Context: an optimization exercise on an open-source flow, tuned for small area and a short achievable clock period. The choices shown serve that exercise and are no tape-out recipe.
In this exercise RTL edits were held to simulation tests only and were not proved equivalent to the original.

==> 10-20: inputs <==
// Correlation_32
module Correlation_32(
    input [31:0] Num_1,
    input [31:0] Num_2,
    input [31:0] Num_3,
    input [31:0] Num_4,
    input [31:0] Num_5,
    input [31:0] Num_6,
    input [31:0] Num_7,
    input [31:0] Num_8,
    input [31:0] Num_9,
    input [31:0] Num_10,
    input [31:0] Num_11,
    input [31:0] Num_12,
    input [31:0] Num_13,
    input [31:0] Num_14,
    input [31:0] Num_15,
    input [31:0] Num_16,
    input [31:0] Target_Num,
    input Clock,
    input Reset,
    output reg [3:0] Out_4
    );
clock: 50.0 ns
lec_check: 0
cap_margin: 20
core_aspect_ratio: 0.3
core_margin: 2
core_utilization: 75
cts_buf_list: sky130_fd_sc_hd__clkbuf_2
slew_margin: 20
synth_hierarchical: 1
synth_minimum_keep_size: 0
standard.sh (not shown) runs the stock make flow with config.mk's settings and CLKGATE_MAP_FILE= SYNTH_SCRIPT=/design/flow/synth_recipe.tcl, a recipe that flattens the netlist after the stock synthesis.
==> flow/flow/run.sh <==
#!/bin/bash
# Standard ORFS layout (the standard.sh), with the port buffers made from the
# smallest buffer cell, and timing repair aiming for 32.5 ns of setup slack.
set -euo pipefail
export BUFFER_PORTS_ARGS="-buffer_cell sky130_fd_sc_hd__buf_1"
export SETUP_SLACK_MARGIN=32.5
bash standard.sh > standard.log 2>&1
==> 06-23: changes against 10-20 <==
--- a/flow/design.v
+++ b/flow/design.v
@@ -1293,87 +1293,63 @@
   wire q1_3_w3 = q1_3_lt30 & q1_3_lt31 & q1_3_lt32;
   wire i1_3_0 = (q1_3_w2 | q1_3_w3);
   wire i1_3_1 = (q1_3_w1 | q1_3_w3);
   wire [5:0] v1_3 = ({6{q1_3_w0}} & d0[12]) | ({6{q1_3_w1}} & d0[13]) | ({6{q1_3_w2}} & d0[14]) | ({6{q1_3_w3}} & d0[15]);
   wire [5:0] m24_na = ~v1_0;
-  wire [3:1] m24_c;   
-  wire [6:4] m24_c0, m24_c1;   
+  wire [6:0] m24_c;   
   assign m24_c[1] = v1_1[0] | m24_na[0];
   corr32_maj u_m24_1 (.a(v1_1[1]), .b(m24_na[1]), .c(m24_c[1]), .y(m24_c[2]));
   corr32_maj u_m24_2 (.a(v1_1[2]), .b(m24_na[2]), .c(m24_c[2]), .y(m24_c[3]));
-  assign m24_c0[4] = v1_1[3] & m24_na[3];
-  assign m24_c1[4] = v1_1[3] | m24_na[3];
-  corr32_maj u_m24_4_0 (.a(v1_1[4]), .b(m24_na[4]), .c(m24_c0[4]), .y(m24_c0[5]));
-  corr32_maj u_m24_4_1 (.a(v1_1[4]), .b(m24_na[4]), .c(m24_c1[4]), .y(m24_c1[5]));
-  corr32_maj u_m24_5_0 (.a(v1_1[5]), .b(m24_na[5]), .c(m24_c0[5]), .y(m24_c0[6]));
-  corr32_maj u_m24_5_1 (.a(v1_1[5]), .b(m24_na[5]), .c(m24_c1[5]), .y(m24_c1[6]));
-  wire q2_0_lt10 = ~(m24_c[3] ? m24_c1[6] : m24_c0[6]);
+  corr32_maj u_m24_3 (.a(v1_1[3]), .b(m24_na[3]), .c(m24_c[3]), .y(m24_c[4]));
+  corr32_maj u_m24_4 (.a(v1_1[4]), .b(m24_na[4]), .c(m24_c[4]), .y(m24_c[5]));
+  corr32_maj u_m24_5 (.a(v1_1[5]), .b(m24_na[5]), .c(m24_c[5]), .y(m24_c[6]));
+  wire q2_0_lt10 = ~m24_c[6];
   wire [5:0] m25_na = ~v1_0;
-  wire [3:1] m25_c;   
-  wire [6:4] m25_c0, m25_c1;   
+  wire [6:0] m25_c;   
   assign m25_c[1] = v1_2[0] | m25_na[0];
   corr32_maj u_m25_1 (.a(v1_2[1]), .b(m25_na[1]), .c(m25_c[1]), .y(m25_c[2]));
   corr32_maj u_m25_2 (.a(v1_2[2]), .b(m25_na[2]), .c(m25_c[2]), .y(m25_c[3]));
-  assign m25_c0[4] = v1_2[3] & m25_na[3];
-  assign m25_c1[4] = v1_2[3] | m25_na[3];
-  corr32_maj u_m25_4_0 (.a(v1_2[4]), .b(m25_na[4]), .c(m25_c0[4]), .y(m25_c0[5]));
-  corr32_maj u_m25_4_1 (.a(v1_2[4]), .b(m25_na[4]), .c(m25_c1[4]), .y(m25_c1[5]));
-  corr32_maj u_m25_5_0 (.a(v1_2[5]), .b(m25_na[5]), .c(m25_c0[5]), .y(m25_c0[6]));
-  corr32_maj u_m25_5_1 (.a(v1_2[5]), .b(m25_na[5]), .c(m25_c1[5]), .y(m25_c1[6]));
-  wire q2_0_lt20 = ~(m25_c[3] ? m25_c1[6] : m25_c0[6]);
+  corr32_maj u_m25_3 (.a(v1_2[3]), .b(m25_na[3]), .c(m25_c[3]), .y(m25_c[4]));
+  corr32_maj u_m25_4 (.a(v1_2[4]), .b(m25_na[4]), .c(m25_c[4]), .y(m25_c[5]));
+  corr32_maj u_m25_5 (.a(v1_2[5]), .b(m25_na[5]), .c(m25_c[5]), .y(m25_c[6]));
+  wire q2_0_lt20 = ~m25_c[6];
   wire [5:0] m26_na = ~v1_1;
-  wire [3:1] m26_c;   
-  wire [6:4] m26_c0, m26_c1;   
+  wire [6:0] m26_c;   
   assign m26_c[1] = v1_2[0] | m26_na[0];
   corr32_maj u_m26_1 (.a(v1_2[1]), .b(m26_na[1]), .c(m26_c[1]), .y(m26_c[2]));
   corr32_maj u_m26_2 (.a(v1_2[2]), .b(m26_na[2]), .c(m26_c[2]), .y(m26_c[3]));
-  assign m26_c0[4] = v1_2[3] & m26_na[3];
-  assign m26_c1[4] = v1_2[3] | m26_na[3];
-  corr32_maj u_m26_4_0 (.a(v1_2[4]), .b(m26_na[4]), .c(m26_c0[4]), .y(m26_c0[5]));
-  corr32_maj u_m26_4_1 (.a(v1_2[4]), .b(m26_na[4]), .c(m26_c1[4]), .y(m26_c1[5]));
-  corr32_maj u_m26_5_0 (.a(v1_2[5]), .b(m26_na[5]), .c(m26_c0[5]), .y(m26_c0[6]));
-  corr32_maj u_m26_5_1 (.a(v1_2[5]), .b(m26_na[5]), .c(m26_c1[5]), .y(m26_c1[6]));
-  wire q2_0_lt21 = ~(m26_c[3] ? m26_c1[6] : m26_c0[6]);
+  corr32_maj u_m26_3 (.a(v1_2[3]), .b(m26_na[3]), .c(m26_c[3]), .y(m26_c[4]));
+  corr32_maj u_m26_4 (.a(v1_2[4]), .b(m26_na[4]), .c(m26_c[4]), .y(m26_c[5]));
+  corr32_maj u_m26_5 (.a(v1_2[5]), .b(m26_na[5]), .c(m26_c[5]), .y(m26_c[6]));
+  wire q2_0_lt21 = ~m26_c[6];
   wire [5:0] m27_na = ~v1_0;
-  wire [3:1] m27_c;   
-  wire [6:4] m27_c0, m27_c1;   
+  wire [6:0] m27_c;   
   assign m27_c[1] = v1_3[0] | m27_na[0];
   corr32_maj u_m27_1 (.a(v1_3[1]), .b(m27_na[1]), .c(m27_c[1]), .y(m27_c[2]));
   corr32_maj u_m27_2 (.a(v1_3[2]), .b(m27_na[2]), .c(m27_c[2]), .y(m27_c[3]));
-  assign m27_c0[4] = v1_3[3] & m27_na[3];
-  assign m27_c1[4] = v1_3[3] | m27_na[3];
-  corr32_maj u_m27_4_0 (.a(v1_3[4]), .b(m27_na[4]), .c(m27_c0[4]), .y(m27_c0[5]));
-  corr32_maj u_m27_4_1 (.a(v1_3[4]), .b(m27_na[4]), .c(m27_c1[4]), .y(m27_c1[5]));
-  corr32_maj u_m27_5_0 (.a(v1_3[5]), .b(m27_na[5]), .c(m27_c0[5]), .y(m27_c0[6]));
-  corr32_maj u_m27_5_1 (.a(v1_3[5]), .b(m27_na[5]), .c(m27_c1[5]), .y(m27_c1[6]));
-  wire q2_0_lt30 = ~(m27_c[3] ? m27_c1[6] : m27_c0[6]);
+  corr32_maj u_m27_3 (.a(v1_3[3]), .b(m27_na[3]), .c(m27_c[3]), .y(m27_c[4]));
+  corr32_maj u_m27_4 (.a(v1_3[4]), .b(m27_na[4]), .c(m27_c[4]), .y(m27_c[5]));
+  corr32_maj u_m27_5 (.a(v1_3[5]), .b(m27_na[5]), .c(m27_c[5]), .y(m27_c[6]));
+  wire q2_0_lt30 = ~m27_c[6];
   wire [5:0] m28_na = ~v1_1;
-  wire [3:1] m28_c;   
-  wire [6:4] m28_c0, m28_c1;   
+  wire [6:0] m28_c;   
   assign m28_c[1] = v1_3[0] | m28_na[0];
   corr32_maj u_m28_1 (.a(v1_3[1]), .b(m28_na[1]), .c(m28_c[1]), .y(m28_c[2]));
   corr32_maj u_m28_2 (.a(v1_3[2]), .b(m28_na[2]), .c(m28_c[2]), .y(m28_c[3]));
-  assign m28_c0[4] = v1_3[3] & m28_na[3];
-  assign m28_c1[4] = v1_3[3] | m28_na[3];
-  corr32_maj u_m28_4_0 (.a(v1_3[4]), .b(m28_na[4]), .c(m28_c0[4]), .y(m28_c0[5]));
-  corr32_maj u_m28_4_1 (.a(v1_3[4]), .b(m28_na[4]), .c(m28_c1[4]), .y(m28_c1[5]));
-  corr32_maj u_m28_5_0 (.a(v1_3[5]), .b(m28_na[5]), .c(m28_c0[5]), .y(m28_c0[6]));
-  corr32_maj u_m28_5_1 (.a(v1_3[5]), .b(m28_na[5]), .c(m28_c1[5]), .y(m28_c1[6]));
-  wire q2_0_lt31 = ~(m28_c[3] ? m28_c1[6] : m28_c0[6]);
+  corr32_maj u_m28_3 (.a(v1_3[3]), .b(m28_na[3]), .c(m28_c[3]), .y(m28_c[4]));
+  corr32_maj u_m28_4 (.a(v1_3[4]), .b(m28_na[4]), .c(m28_c[4]), .y(m28_c[5]));
+  corr32_maj u_m28_5 (.a(v1_3[5]), .b(m28_na[5]), .c(m28_c[5]), .y(m28_c[6]));
+  wire q2_0_lt31 = ~m28_c[6];
   wire [5:0] m29_na = ~v1_2;
-  wire [3:1] m29_c;   
-  wire [6:4] m29_c0, m29_c1;   
+  wire [6:0] m29_c;   
   assign m29_c[1] = v1_3[0] | m29_na[0];
   corr32_maj u_m29_1 (.a(v1_3[1]), .b(m29_na[1]), .c(m29_c[1]), .y(m29_c[2]));
   corr32_maj u_m29_2 (.a(v1_3[2]), .b(m29_na[2]), .c(m29_c[2]), .y(m29_c[3]));
-  assign m29_c0[4] = v1_3[3] & m29_na[3];
-  assign m29_c1[4] = v1_3[3] | m29_na[3];
-  corr32_maj u_m29_4_0 (.a(v1_3[4]), .b(m29_na[4]), .c(m29_c0[4]), .y(m29_c0[5]));
-  corr32_maj u_m29_4_1 (.a(v1_3[4]), .b(m29_na[4]), .c(m29_c1[4]), .y(m29_c1[5]));
-  corr32_maj u_m29_5_0 (.a(v1_3[5]), .b(m29_na[5]), .c(m29_c0[5]), .y(m29_c0[6]));
-  corr32_maj u_m29_5_1 (.a(v1_3[5]), .b(m29_na[5]), .c(m29_c1[5]), .y(m29_c1[6]));
-  wire q2_0_lt32 = ~(m29_c[3] ? m29_c1[6] : m29_c0[6]);
+  corr32_maj u_m29_3 (.a(v1_3[3]), .b(m29_na[3]), .c(m29_c[3]), .y(m29_c[4]));
+  corr32_maj u_m29_4 (.a(v1_3[4]), .b(m29_na[4]), .c(m29_c[4]), .y(m29_c[5]));
+  corr32_maj u_m29_5 (.a(v1_3[5]), .b(m29_na[5]), .c(m29_c[5]), .y(m29_c[6]));
+  wire q2_0_lt32 = ~m29_c[6];
   wire q2_0_w0 = ~q2_0_lt10 & ~q2_0_lt20 & ~q2_0_lt30;
   wire q2_0_w1 = q2_0_lt10 & ~q2_0_lt21 & ~q2_0_lt31;
   wire q2_0_w2 = q2_0_lt20 & q2_0_lt21 & ~q2_0_lt32;
   wire q2_0_w3 = q2_0_lt30 & q2_0_lt31 & q2_0_lt32;
   wire i2_0_0 = (q2_0_w2 | q2_0_w3);
@@ -1393,15 +1369,9 @@
   assign co = (a & b) | (c & (a | b));
 endmodule
 module corr32_maj(input a, input b, input c, output y);
   assign y = (a & b) | (c & (a | b));
 endmodule
-module corr32_aoi(input a, input b, input c, output y);
-  assign y = ~((a & b) | c);
-endmodule
-module corr32_oai(input a, input b, input c, output y);
-  assign y = ~((a | b) & c);
-endmodule
 module corr32_ha(input a, input b, output s, output co);
   assign s = a ^ b;
   assign co = a & b;
 endmodule
==> flow/flow/run.sh (replaced) <==
#!/bin/bash
# Standard ORFS layout (the standard.sh), with the port buffers made from the
# smallest buffer cell, and timing repair aiming for 33 ns of setup slack.
set -euo pipefail
export BUFFER_PORTS_ARGS="-buffer_cell sky130_fd_sc_hd__buf_1"
export SETUP_SLACK_MARGIN=33
bash standard.sh > standard.log 2>&1
- CORE_ASPECT_RATIO: 0.3 -> default
- CORE_UTILIZATION: 75 -> 40
- CTS_BUF_LIST: sky130_fd_sc_hd__clkbuf_2 -> default
==> comparison <==
Of 06-23 and 10-20, 06-23 has the higher worst setup slack (gap 150 ps). Against 10-20, the via count of 06-23 is smaller by 14%. In 06-23 the routed wire length is higher than in 10-20, by about 3.6%. Sequential share of layout area is about the same in 06-23 and 10-20. Between 06-23 and 10-20, the lower final area is in 10-20 (gap about 9%, measured against 10-20).

---

==> run Y <==
Another version of the RTL of Correlation_32 (not shown whole).
==> flow/config.mk <==
export PLATFORM = sky130hd
export DESIGN_NAME = Correlation_32
export DESIGN_NICKNAME = Correlation_32
export VERILOG_FILES = /design/flow/design.v
export SDC_FILE = /design/flow/constraint.sdc
export NUM_CORES = 4
export LEC_CHECK = 0
export CAP_MARGIN = 20
export CORE_MARGIN = 2
export CORE_UTILIZATION = 40
export SLEW_MARGIN = 20
export SYNTH_HIERARCHICAL = 1
export SYNTH_MINIMUM_KEEP_SIZE = 0
==> flow/constraint.sdc <==
create_clock -name core_clock -period 50.0 [get_ports {Clock}]
set_input_delay 10.0000 -clock core_clock [delete_from_list [all_inputs] [get_ports {Clock}]]
set_output_delay 10.0000 -clock core_clock [all_outputs]
set_load 0.01 [all_outputs]
run.sh (not shown) runs the stock make flow with config.mk's settings and CLKGATE_MAP_FILE= SYNTH_SCRIPT=/design/flow/synth_recipe.tcl, a recipe that flattens the netlist after the stock synthesis.
Stock flow here: none of the scripts above is used.
==> inputs of run D, as changes to run Y <==
==> flow/flow/run.sh (new file) <==
#!/bin/bash
# Standard ORFS layout (the standard.sh), with the port buffers made from the
# smallest buffer cell instead of the default choice.
set -euo pipefail
export BUFFER_PORTS_ARGS="-buffer_cell sky130_fd_sc_hd__buf_1"
bash standard.sh > standard.log 2>&1
==> flow/standard.sh (new file) <==
#!/bin/bash
# synth_recipe.tcl (not shown) runs the flow's synth.tcl, then flattens the netlist and writes it again
# the make line also repeats each setting of config.mk as NAME=value (left out here)
make -C /OpenROAD-flow-scripts/flow DESIGN_CONFIG=/design/flow/config.mk WORK_HOME=/design/flow/orfs CLKGATE_MAP_FILE= SYNTH_SCRIPT=/design/flow/synth_recipe.tcl "${@:-finish}"
removed: flow/run.sh
==> impl_metrics.json <==
{
  "post-place-cells": 2506,
  "routed_wl_um": 65700,
  "seq_area_share_pct": 0.505,
  "syn_to_final_growth_pct": 16.0,
  "fill_cells": 3984,
  "via_count": 13200,
  "status": "no timing/DRC/antenna violations",
  "route.met3.wl_um": 4810,
  "cp_slowest_cell": "clkbuf_2",
  "mostFrequentLayoutCells": "buf_1 (517), xor2_1 (514), fa_1 (416)",
  "hpwl_um": 55100
}
[end of results for run D]
==> impl_metrics.json <==
{
  "status": "no timing/DRC/antenna violations",
  "cp_slowest_cell": "buf_2",
  "seq_area_frac_synth_pct": 0.586,
  "mostFrequentLayoutCells": "clkdlybuf4s50_1 (517), xor2_1 (514), fa_1 (416)",
  "fill_cells": 3750,
  "hpwl_um": 59600,
  "post-place-cells": 2489,
  "inv_count": 59,
  "routed_wl_um": 71100,
  "syn_to_final_growth_pct": 34.2,
  "via_count": 13000
}
[end of results for run Y]

---

==> inputs of build 23 <==
RTL: one of the versions met above, not the one the previous note started from.
export LEC_CHECK = 0
export CAP_MARGIN = 20
export CORE_MARGIN = 2
export CORE_UTILIZATION = 40
export SLEW_MARGIN = 20
export SYNTH_HIERARCHICAL = 1
export SYNTH_MINIMUM_KEEP_SIZE = 0
create_clock -name core_clock -period 50.0 [get_ports {Clock}]
standard.sh (not shown) runs the stock make flow with config.mk's settings and CLKGATE_MAP_FILE= SYNTH_SCRIPT=/design/flow/synth_recipe.tcl, a recipe that flattens the netlist after the stock synthesis.
==> flow/flow/run.sh <==
#!/bin/bash
# Standard ORFS layout (the standard.sh), with the port buffers made from the
# smallest buffer cell, and timing repair aiming for 32 ns of setup slack.
set -euo pipefail
export BUFFER_PORTS_ARGS="-buffer_cell sky130_fd_sc_hd__buf_1"
export SETUP_SLACK_MARGIN=32
bash standard.sh > standard.log 2>&1
==> build 50: changes against build 23 <==
--- a/flow/design.v
+++ b/flow/design.v
@@ -1290,69 +1290,93 @@
   wire q1_3_w0 = ~q1_3_lt10 & ~q1_3_lt20 & ~q1_3_lt30;
   wire q1_3_w1 = q1_3_lt10 & ~q1_3_lt21 & ~q1_3_lt31;
   wire q1_3_w2 = q1_3_lt20 & q1_3_lt21 & ~q1_3_lt32;
   wire q1_3_w3 = q1_3_lt30 & q1_3_lt31 & q1_3_lt32;
   wire i1_3_0 = (q1_3_w2 | q1_3_w3);
   wire i1_3_1 = (q1_3_w1 | q1_3_w3);
   wire [5:0] v1_3 = ({6{q1_3_w0}} & d0[12]) | ({6{q1_3_w1}} & d0[13]) | ({6{q1_3_w2}} & d0[14]) | ({6{q1_3_w3}} & d0[15]);
   wire [5:0] m24_na = ~v1_0;
-  wire [6:0] m24_c;   
+  wire [3:1] m24_c;   
+  wire [6:4] m24_c0, m24_c1;   
   assign m24_c[1] = v1_1[0] | m24_na[0];
   corr32_maj u_m24_1 (.a(v1_1[1]), .b(m24_na[1]), .c(m24_c[1]), .y(m24_c[2]));
   corr32_maj u_m24_2 (.a(v1_1[2]), .b(m24_na[2]), .c(m24_c[2]), .y(m24_c[3]));
-  corr32_maj u_m24_3 (.a(v1_1[3]), .b(m24_na[3]), .c(m24_c[3]), .y(m24_c[4]));
-  corr32_maj u_m24_4 (.a(v1_1[4]), .b(m24_na[4]), .c(m24_c[4]), .y(m24_c[5]));
-  corr32_maj u_m24_5 (.a(v1_1[5]), .b(m24_na[5]), .c(m24_c[5]), .y(m24_c[6]));
-  wire q2_0_lt10 = ~m24_c[6];
+  assign m24_c0[4] = v1_1[3] & m24_na[3];
+  assign m24_c1[4] = v1_1[3] | m24_na[3];
+  corr32_maj u_m24_4_0 (.a(v1_1[4]), .b(m24_na[4]), .c(m24_c0[4]), .y(m24_c0[5]));
+  corr32_maj u_m24_4_1 (.a(v1_1[4]), .b(m24_na[4]), .c(m24_c1[4]), .y(m24_c1[5]));
+  corr32_maj u_m24_5_0 (.a(v1_1[5]), .b(m24_na[5]), .c(m24_c0[5]), .y(m24_c0[6]));
+  corr32_maj u_m24_5_1 (.a(v1_1[5]), .b(m24_na[5]), .c(m24_c1[5]), .y(m24_c1[6]));
+  wire q2_0_lt10 = ~(m24_c[3] ? m24_c1[6] : m24_c0[6]);
   wire [5:0] m25_na = ~v1_0;
-  wire [6:0] m25_c;   
+  wire [3:1] m25_c;   
+  wire [6:4] m25_c0, m25_c1;   
   assign m25_c[1] = v1_2[0] | m25_na[0];
   corr32_maj u_m25_1 (.a(v1_2[1]), .b(m25_na[1]), .c(m25_c[1]), .y(m25_c[2]));
   corr32_maj u_m25_2 (.a(v1_2[2]), .b(m25_na[2]), .c(m25_c[2]), .y(m25_c[3]));
-  corr32_maj u_m25_3 (.a(v1_2[3]), .b(m25_na[3]), .c(m25_c[3]), .y(m25_c[4]));
-  corr32_maj u_m25_4 (.a(v1_2[4]), .b(m25_na[4]), .c(m25_c[4]), .y(m25_c[5]));
-  corr32_maj u_m25_5 (.a(v1_2[5]), .b(m25_na[5]), .c(m25_c[5]), .y(m25_c[6]));
-  wire q2_0_lt20 = ~m25_c[6];
+  assign m25_c0[4] = v1_2[3] & m25_na[3];
+  assign m25_c1[4] = v1_2[3] | m25_na[3];
+  corr32_maj u_m25_4_0 (.a(v1_2[4]), .b(m25_na[4]), .c(m25_c0[4]), .y(m25_c0[5]));
+  corr32_maj u_m25_4_1 (.a(v1_2[4]), .b(m25_na[4]), .c(m25_c1[4]), .y(m25_c1[5]));
+  corr32_maj u_m25_5_0 (.a(v1_2[5]), .b(m25_na[5]), .c(m25_c0[5]), .y(m25_c0[6]));
+  corr32_maj u_m25_5_1 (.a(v1_2[5]), .b(m25_na[5]), .c(m25_c1[5]), .y(m25_c1[6]));
+  wire q2_0_lt20 = ~(m25_c[3] ? m25_c1[6] : m25_c0[6]);
   wire [5:0] m26_na = ~v1_1;
-  wire [6:0] m26_c;   
+  wire [3:1] m26_c;   
+  wire [6:4] m26_c0, m26_c1;   
   assign m26_c[1] = v1_2[0] | m26_na[0];
   corr32_maj u_m26_1 (.a(v1_2[1]), .b(m26_na[1]), .c(m26_c[1]), .y(m26_c[2]));
   corr32_maj u_m26_2 (.a(v1_2[2]), .b(m26_na[2]), .c(m26_c[2]), .y(m26_c[3]));
-  corr32_maj u_m26_3 (.a(v1_2[3]), .b(m26_na[3]), .c(m26_c[3]), .y(m26_c[4]));
-  corr32_maj u_m26_4 (.a(v1_2[4]), .b(m26_na[4]), .c(m26_c[4]), .y(m26_c[5]));
-  corr32_maj u_m26_5 (.a(v1_2[5]), .b(m26_na[5]), .c(m26_c[5]), .y(m26_c[6]));
-  wire q2_0_lt21 = ~m26_c[6];
+  assign m26_c0[4] = v1_2[3] & m26_na[3];
+  assign m26_c1[4] = v1_2[3] | m26_na[3];
+  corr32_maj u_m26_4_0 (.a(v1_2[4]), .b(m26_na[4]), .c(m26_c0[4]), .y(m26_c0[5]));
+  corr32_maj u_m26_4_1 (.a(v1_2[4]), .b(m26_na[4]), .c(m26_c1[4]), .y(m26_c1[5]));
+  corr32_maj u_m26_5_0 (.a(v1_2[5]), .b(m26_na[5]), .c(m26_c0[5]), .y(m26_c0[6]));
+  corr32_maj u_m26_5_1 (.a(v1_2[5]), .b(m26_na[5]), .c(m26_c1[5]), .y(m26_c1[6]));
+  wire q2_0_lt21 = ~(m26_c[3] ? m26_c1[6] : m26_c0[6]);
   wire [5:0] m27_na = ~v1_0;
-  wire [6:0] m27_c;   
+  wire [3:1] m27_c;   
+  wire [6:4] m27_c0, m27_c1;   
   assign m27_c[1] = v1_3[0] | m27_na[0];
   corr32_maj u_m27_1 (.a(v1_3[1]), .b(m27_na[1]), .c(m27_c[1]), .y(m27_c[2]));
   corr32_maj u_m27_2 (.a(v1_3[2]), .b(m27_na[2]), .c(m27_c[2]), .y(m27_c[3]));
-  corr32_maj u_m27_3 (.a(v1_3[3]), .b(m27_na[3]), .c(m27_c[3]), .y(m27_c[4]));
-  corr32_maj u_m27_4 (.a(v1_3[4]), .b(m27_na[4]), .c(m27_c[4]), .y(m27_c[5]));
-  corr32_maj u_m27_5 (.a(v1_3[5]), .b(m27_na[5]), .c(m27_c[5]), .y(m27_c[6]));
-  wire q2_0_lt30 = ~m27_c[6];
+  assign m27_c0[4] = v1_3[3] & m27_na[3];
+  assign m27_c1[4] = v1_3[3] | m27_na[3];
+  corr32_maj u_m27_4_0 (.a(v1_3[4]), .b(m27_na[4]), .c(m27_c0[4]), .y(m27_c0[5]));
+  corr32_maj u_m27_4_1 (.a(v1_3[4]), .b(m27_na[4]), .c(m27_c1[4]), .y(m27_c1[5]));
+  corr32_maj u_m27_5_0 (.a(v1_3[5]), .b(m27_na[5]), .c(m27_c0[5]), .y(m27_c0[6]));
+  corr32_maj u_m27_5_1 (.a(v1_3[5]), .b(m27_na[5]), .c(m27_c1[5]), .y(m27_c1[6]));
+  wire q2_0_lt30 = ~(m27_c[3] ? m27_c1[6] : m27_c0[6]);
   wire [5:0] m28_na = ~v1_1;
-  wire [6:0] m28_c;   
+  wire [3:1] m28_c;   
+  wire [6:4] m28_c0, m28_c1;   
   assign m28_c[1] = v1_3[0] | m28_na[0];
   corr32_maj u_m28_1 (.a(v1_3[1]), .b(m28_na[1]), .c(m28_c[1]), .y(m28_c[2]));
   corr32_maj u_m28_2 (.a(v1_3[2]), .b(m28_na[2]), .c(m28_c[2]), .y(m28_c[3]));
-  corr32_maj u_m28_3 (.a(v1_3[3]), .b(m28_na[3]), .c(m28_c[3]), .y(m28_c[4]));
-  corr32_maj u_m28_4 (.a(v1_3[4]), .b(m28_na[4]), .c(m28_c[4]), .y(m28_c[5]));
-  corr32_maj u_m28_5 (.a(v1_3[5]), .b(m28_na[5]), .c(m28_c[5]), .y(m28_c[6]));
-  wire q2_0_lt31 = ~m28_c[6];
+  assign m28_c0[4] = v1_3[3] & m28_na[3];
+  assign m28_c1[4] = v1_3[3] | m28_na[3];
+  corr32_maj u_m28_4_0 (.a(v1_3[4]), .b(m28_na[4]), .c(m28_c0[4]), .y(m28_c0[5]));
+  corr32_maj u_m28_4_1 (.a(v1_3[4]), .b(m28_na[4]), .c(m28_c1[4]), .y(m28_c1[5]));
+  corr32_maj u_m28_5_0 (.a(v1_3[5]), .b(m28_na[5]), .c(m28_c0[5]), .y(m28_c0[6]));
+  corr32_maj u_m28_5_1 (.a(v1_3[5]), .b(m28_na[5]), .c(m28_c1[5]), .y(m28_c1[6]));
+  wire q2_0_lt31 = ~(m28_c[3] ? m28_c1[6] : m28_c0[6]);
   wire [5:0] m29_na = ~v1_2;
-  wire [6:0] m29_c;   
+  wire [3:1] m29_c;   
+  wire [6:4] m29_c0, m29_c1;   
   assign m29_c[1] = v1_3[0] | m29_na[0];
   corr32_maj u_m29_1 (.a(v1_3[1]), .b(m29_na[1]), .c(m29_c[1]), .y(m29_c[2]));
   corr32_maj u_m29_2 (.a(v1_3[2]), .b(m29_na[2]), .c(m29_c[2]), .y(m29_c[3]));
-  corr32_maj u_m29_3 (.a(v1_3[3]), .b(m29_na[3]), .c(m29_c[3]), .y(m29_c[4]));
-  corr32_maj u_m29_4 (.a(v1_3[4]), .b(m29_na[4]), .c(m29_c[4]), .y(m29_c[5]));
-  corr32_maj u_m29_5 (.a(v1_3[5]), .b(m29_na[5]), .c(m29_c[5]), .y(m29_c[6]));
-  wire q2_0_lt32 = ~m29_c[6];
+  assign m29_c0[4] = v1_3[3] & m29_na[3];
+  assign m29_c1[4] = v1_3[3] | m29_na[3];
+  corr32_maj u_m29_4_0 (.a(v1_3[4]), .b(m29_na[4]), .c(m29_c0[4]), .y(m29_c0[5]));
+  corr32_maj u_m29_4_1 (.a(v1_3[4]), .b(m29_na[4]), .c(m29_c1[4]), .y(m29_c1[5]));
+  corr32_maj u_m29_5_0 (.a(v1_3[5]), .b(m29_na[5]), .c(m29_c0[5]), .y(m29_c0[6]));
+  corr32_maj u_m29_5_1 (.a(v1_3[5]), .b(m29_na[5]), .c(m29_c1[5]), .y(m29_c1[6]));
+  wire q2_0_lt32 = ~(m29_c[3] ? m29_c1[6] : m29_c0[6]);
   wire q2_0_w0 = ~q2_0_lt10 & ~q2_0_lt20 & ~q2_0_lt30;
   wire q2_0_w1 = q2_0_lt10 & ~q2_0_lt21 & ~q2_0_lt31;
   wire q2_0_w2 = q2_0_lt20 & q2_0_lt21 & ~q2_0_lt32;
   wire q2_0_w3 = q2_0_lt30 & q2_0_lt31 & q2_0_lt32;
   wire i2_0_0 = (q2_0_w2 | q2_0_w3);
   wire i2_0_1 = (q2_0_w1 | q2_0_w3);
   wire i2_0_2 = ((q2_0_w0 & i1_0_0) | (q2_0_w1 & i1_1_0) | (q2_0_w2 & i1_2_0) | (q2_0_w3 & i1_3_0));
   wire i2_0_3 = ((q2_0_w0 & i1_0_1) | (q2_0_w1 & i1_1_1) | (q2_0_w2 & i1_2_1) | (q2_0_w3 & i1_3_1));
@@ -1366,12 +1390,18 @@
 endmodule
 module corr32_fa(input a, input b, input c, output s, output co);
   assign s = a ^ b ^ c;
   assign co = (a & b) | (c & (a | b));
 endmodule
 module corr32_maj(input a, input b, input c, output y);
   assign y = (a & b) | (c & (a | b));
 endmodule
+module corr32_aoi(input a, input b, input c, output y);
+  assign y = ~((a & b) | c);
+endmodule
+module corr32_oai(input a, input b, input c, output y);
+  assign y = ~((a | b) & c);
+endmodule
 module corr32_ha(input a, input b, output s, output co);
   assign s = a ^ b;
   assign co = a & b;
 endmodule
==> flow/flow/run.sh (replaced) <==
#!/bin/bash
# Standard ORFS layout (the standard.sh), with the port buffers made from the
# smallest buffer cell, and timing repair aiming for 32.5 ns of setup slack.
set -euo pipefail
export BUFFER_PORTS_ARGS="-buffer_cell sky130_fd_sc_hd__buf_1"
export SETUP_SLACK_MARGIN=32.5
export RECOVER_POWER=100
bash standard.sh > standard.log 2>&1
==> flow/config.mk (replaced) <==
export PLATFORM = sky130hd
export DESIGN_NAME = Correlation_32
export DESIGN_NICKNAME = Correlation_32
export VERILOG_FILES = /design/flow/design.v
export SDC_FILE = /design/flow/constraint.sdc
export NUM_CORES = 4
export LEC_CHECK = 0
export CAP_MARGIN = 20
export CORE_MARGIN = 2
export CORE_UTILIZATION = 60
export SLEW_MARGIN = 20
export SYNTH_HIERARCHICAL = 1
export SYNTH_MINIMUM_KEEP_SIZE = 0
==> comparison table <==
quantity                                                                               build 50        build 23
Run status                                                           complete, but fails checks  finished clean
Layout check failures                           max-capacitance violations, max-slew violations               -
Setup slack of the critical path after layout                                          31.65 ns        32.23 ns
Achievable Freq                                                                     0.05449 GHz     0.05628 GHz
Placer's final routability congestion estimate                                           0.9790           1.002
Vias in the first global route                                                           15,278          14,866
Filler Cell Count                                                                         2,176           4,065
Number of cells produced by synthesis                                                     1,461           1,429
Xor/xnor share of the synthesized area                                                   25.57%          26.01%
Std-Cell Core Area                                                                   28,700 µm²      42,790 µm²
Net count, final                                                                          2,998           2,965
Crit path depth                                                                              22              25
Post-Synthesis Mean Instance Area                                                     12.00 µm²       12.07 µm²
Taps Inserted                                                                               384             546

static timing again, ports no longer ideal:
How much do the figures lean on ideal ports? The routed layouts below were timed once more, with nothing changed but the port constraints. Step 1 sets driving cells, clkbuf_16 on the clock port and buf_2 on the other inputs (assumed; they add their load-dependent delay and slew). Step 2 also shifts input and output timing later by t, the mid clock arrival at the registers, as if the neighbouring blocks saw the same clock. Three values: ideal ports, drivers, drivers and shift; two values: the first two.
run | shift t [ns] | slack for setup (ns) | worst setup path at the end | clock arrival spread, ns | slew at the worst register clock pin (ns)
10-20 | 0.230 | 32.505 / 32.471 / 32.240 | input to register | 0.011 / 0.011 | 0.06 / 0.06
06-23 | 0.270 | 32.654 / 32.534 / 32.264 | input to register | 0.003 / 0.003 | 0.03 / 0.03
run Y | 0.260 | 29.773 / 29.786 / 29.526 | input to register | 0.001 / 0.000 | 0.03 / 0.03
run D | 0.264 | 29.705 / 29.721 / 29.457 | input to register | 0.001 / 0.001 | 0.03 / 0.03
build 23 | 0.274 | 32.230 / 32.260 / 31.986 | input to register | 0.002 / 0.002 | 0.03 / 0.03
build 50 | 0.263 | 31.650 / 31.641 / 31.378 | input to register | 0.003 / 0.004 | 0.03 / 0.03
For 06-23, which loses most, drivers alone change the setup slack by -0.120 ns; drivers and shift together by -0.390 ns.
